This design comes from an exercise in tuning for small area on the open sky130 flow, not from production work. Function was checked by simulation only, so behaviour that the tests miss may differ from the original.

==> flow/design.v (excerpt) <==
module PKT_Detector #(
    parameter   DATA_WIDTH    = 8   ,
                PKT_CNT_WIDTH = 4   ,
                OUT_PKT_WIDTH = 160
) (
    input   logic                           reset     ,
    input   logic                           clk       ,
    input   logic   [DATA_WIDTH - 1 : 0]    data_in   ,
    input   logic                           dataK     ,
    output  logic   [PKT_CNT_WIDTH - 1 : 0] PKT_count ,
    output  logic   [OUT_PKT_WIDTH - 1 : 0] PKT       ,
    output  logic                           MRd       ,
    output  logic                           MWr       ,
    output  logic                           IORd      ,
    output  logic                           IOWr      ,
    output  logic                           CfgRd0    ,
    output  logic                           CfgWr0    ,
    output  logic                           CfgRd1    ,
    output  logic                           CfgWr1    ,
    output  logic                           Cpl       ,
    output  logic                           Cp1D
);
logic [151:0] dl;
logic [4:0]   cnt;
logic [143:0] body;       
logic         valid_n;    
logic         pulse;      
wire last = (cnt == 5'd20);
wire good = last && (dl[7:0] == 8'hFD);
logic [151:0] dl_n;
always_ff @(posedge clk) dl_n <= {dl_n[143:0], ~data_in};
assign dl = ~dl_n;
always_ff @(posedge clk or negedge reset) begin
    if (!reset)
        cnt <= 5'd0;
    else if (cnt == 5'd0)
        cnt <= {4'd0, (data_in == 8'hFB) && dataK};
    else if (last)
        cnt <= 5'd0;
    else
        cnt <= cnt + 5'd1;
end
logic [143:0] incoming;
always_comb
    for (int k = 1; k <= 18; k++)
  ...
Size in the first run: roughly 600 cells after synthesis, ~310 flip-flops, about 190 I/O pins, ~0.0089 sq mm of cells after synthesis.
export LEC_CHECK = 0
export ABC_AREA = 1
export CAP_MARGIN = 20
export CORE_MARGIN = 2
export CORE_UTILIZATION = 65
export SLEW_MARGIN = 20
create_clock -name core_clock -period 5.0 [get_ports {clk}]
standard.sh (not shown) runs the stock make flow with config.mk's settings and CLKGATE_MAP_FILE= SYNTH_SCRIPT=/design/flow/synth_recipe.tcl, a recipe that flattens the netlist after the stock synthesis.
==> flow/flow/run.sh <==
#!/bin/bash
# The standard ORFS layout (standard.sh), with two changes:
#  - port buffers are the smallest buffer (buf_1) instead of the default clkdlybuf4s50_1;
#  - clock tree: small clock buffers, large sink clusters, no dummy loads.
set -euo pipefail
bash standard.sh \
  "BUFFER_PORTS_ARGS=-buffer_cell sky130_fd_sc_hd__buf_1" \
  "CTS_ARGS=-sink_clustering_enable -repair_clock_nets -dont_use_dummy_load -buf_list sky130_fd_sc_hd__clkbuf_8 -sink_clustering_size 20 -sink_clustering_max_diameter 60" \
  finish > standard_flow.log 2>&1
Change:
==> flow/run.sh (new file) <==
#!/bin/bash
# synth_recipe.tcl (not shown) runs the flow's synth.tcl, then flattens the netlist and writes it again
# the make line also repeats each setting of config.mk as NAME=value (left out here)
make -C /OpenROAD-flow-scripts/flow DESIGN_CONFIG=/design/flow/config.mk WORK_HOME=/design/flow/orfs CLKGATE_MAP_FILE= SYNTH_SCRIPT=/design/flow/synth_recipe.tcl finish
--- a/flow/config.mk
+++ b/flow/config.mk
@@ -7,6 +7,5 @@
 export LEC_CHECK = 0
-export ABC_AREA = 1
 export CAP_MARGIN = 20
 export CORE_MARGIN = 2
-export CORE_UTILIZATION = 65
+export CORE_UTILIZATION = 40
 export SLEW_MARGIN = 20
removed: flow/flow/run.sh
removed: flow/standard.sh
After rerunning: The changed run completed with no timing, DRC or antenna violations. Via count stays the same. Fmax went down by 8.8%. Sequential cell count stays the same.

========
Another version of the RTL of PKT_Detector (not shown whole).
For scale: about 310 flip-flops, roughly 190 I/O pins, roughly 8900 um^2 of cells after synthesis.
// PKT_Detector
module PKT_Detector #(
    parameter   DATA_WIDTH    = 8   ,
                PKT_CNT_WIDTH = 4   ,
                OUT_PKT_WIDTH = 160
) (
    input   logic                           reset     ,
    input   logic                           clk       ,
    input   logic   [DATA_WIDTH - 1 : 0]    data_in   ,
    input   logic                           dataK     ,
    output  logic   [PKT_CNT_WIDTH - 1 : 0] PKT_count ,
    output  logic   [OUT_PKT_WIDTH - 1 : 0] PKT       ,
    output  logic                           MRd       ,
    output  logic                           MWr       ,
    output  logic                           IORd      ,
    output  logic                           IOWr      ,
    output  logic                           CfgRd0    ,
    output  logic                           CfgWr0    ,
    output  logic                           CfgRd1    ,
    output  logic                           CfgWr1    ,
    output  logic                           Cpl       ,
    output  logic                           Cp1D
);
logic [151:0] dl;
logic [4:0]   cnt;
logic [143:0] body;       
logic         valid_n;    
  ...
Settings: LEC_CHECK=0, ABC_AREA=1, CAP_MARGIN=20, CORE_MARGIN=2, CORE_UTILIZATION=65, SLEW_MARGIN=20; clock period 5.0 ns.
==> flow/flow/run.sh <==
#!/bin/bash
# The standard ORFS layout (standard.sh), with two changes:
#  - port buffers are the smallest buffer (buf_1) instead of the default clkdlybuf4s50_1;
#  - clock tree: small clock buffers, large sink clusters, no dummy loads.
set -euo pipefail
bash standard.sh \
  "BUFFER_PORTS_ARGS=-buffer_cell sky130_fd_sc_hd__buf_1" \
  "CTS_ARGS=-sink_clustering_enable -repair_clock_nets -dont_use_dummy_load -buf_list sky130_fd_sc_hd__clkbuf_8 -sink_clustering_size 22 -sink_clustering_max_diameter 50" \
  finish > standard_flow.log 2>&1
Change:
==> flow/flow/run.sh (replaced) <==
#!/bin/bash
# The standard ORFS layout (standard.sh), with these changes:
#  - synthesis maps the logic with a plain area-oriented ABC script (no buffering or
#    upsizing, which the later repair steps redo where needed) and no half/full-adder
#    cells; the registers and their names are those of the standard synthesis;
#  - port buffers are the smallest buffer (buf_1) instead of clkdlybuf4s50_1;
#  - clock tree: clkbuf_8 buffers, sink clusters of up to 20, no dummy loads.
# Each tool's full output stays in orfs/logs/; make's output goes to standard_flow.log.
set -euo pipefail
rm -rf scripts_area
cp -r "$FLOW_HOME/scripts" scripts_area
printf 'strash\ndch\nmap -a\ntopo\n' > scripts_area/abc_area.script
bash standard.sh \
  "SCRIPTS_DIR=$PWD/scripts_area" \
  "ADDER_MAP_FILE=" \
  "BUFFER_PORTS_ARGS=-buffer_cell sky130_fd_sc_hd__buf_1" \
  "CTS_ARGS=-sink_clustering_enable -repair_clock_nets -dont_use_dummy_load -buf_list sky130_fd_sc_hd__clkbuf_8 -sink_clustering_size 20 -sink_clustering_max_diameter 45" \
  finish > standard_flow.log 2>&1
--- a/flow/config.mk
+++ b/flow/config.mk
@@ -10,3 +10,4 @@
 export CORE_MARGIN = 2
 export CORE_UTILIZATION = 65
+export PLACE_DENSITY = 0.85
 export SLEW_MARGIN = 20
After rerunning: The changed run completed without violations; die area is lower by a few percent; maximum frequency is lower by a little under a tenth; worst setup slack gets worse by 270 ps.

[what the ideal ports hide]
The flow's constraints put no driver on any port. The routed layouts listed below were extracted and timed again, unchanged, in two steps. Step 1 (the two cells are an assumption about what drives the block):
set clk [get_ports {clk}]
set_driving_cell -lib_cell sky130_fd_sc_hd__clkbuf_16 $clk
set_driving_cell -lib_cell sky130_fd_sc_hd__buf_2 [delete_from_list [all_inputs] $clk]
Step 2 adds t to the input delays and takes it off the output delays; t is the mean of the earliest and latest rising clock arrival at the registers after step 1. Input paths then give back, and output paths get back, about the clock's delay inside the block. a / b / c = no drivers / after step 1 / after step 2; a / b = the first two.
run	t (ns)	setup WS [ns]	worst slew at a driven data input, ns	pins driven straight from the clock port
the first run of note 1	0.526	1.770 / 1.735 / 2.260	0.03	1
the second run of note 1	0.559	1.457 / 1.415 / 1.974	0.04	1
the first run of note 2	0.528	1.695 / 1.661 / 2.188	0.03	1
the second run of note 2	0.526	1.423 / 1.390 / 1.916	0.03	1
After both steps every run listed still meets setup and hold.
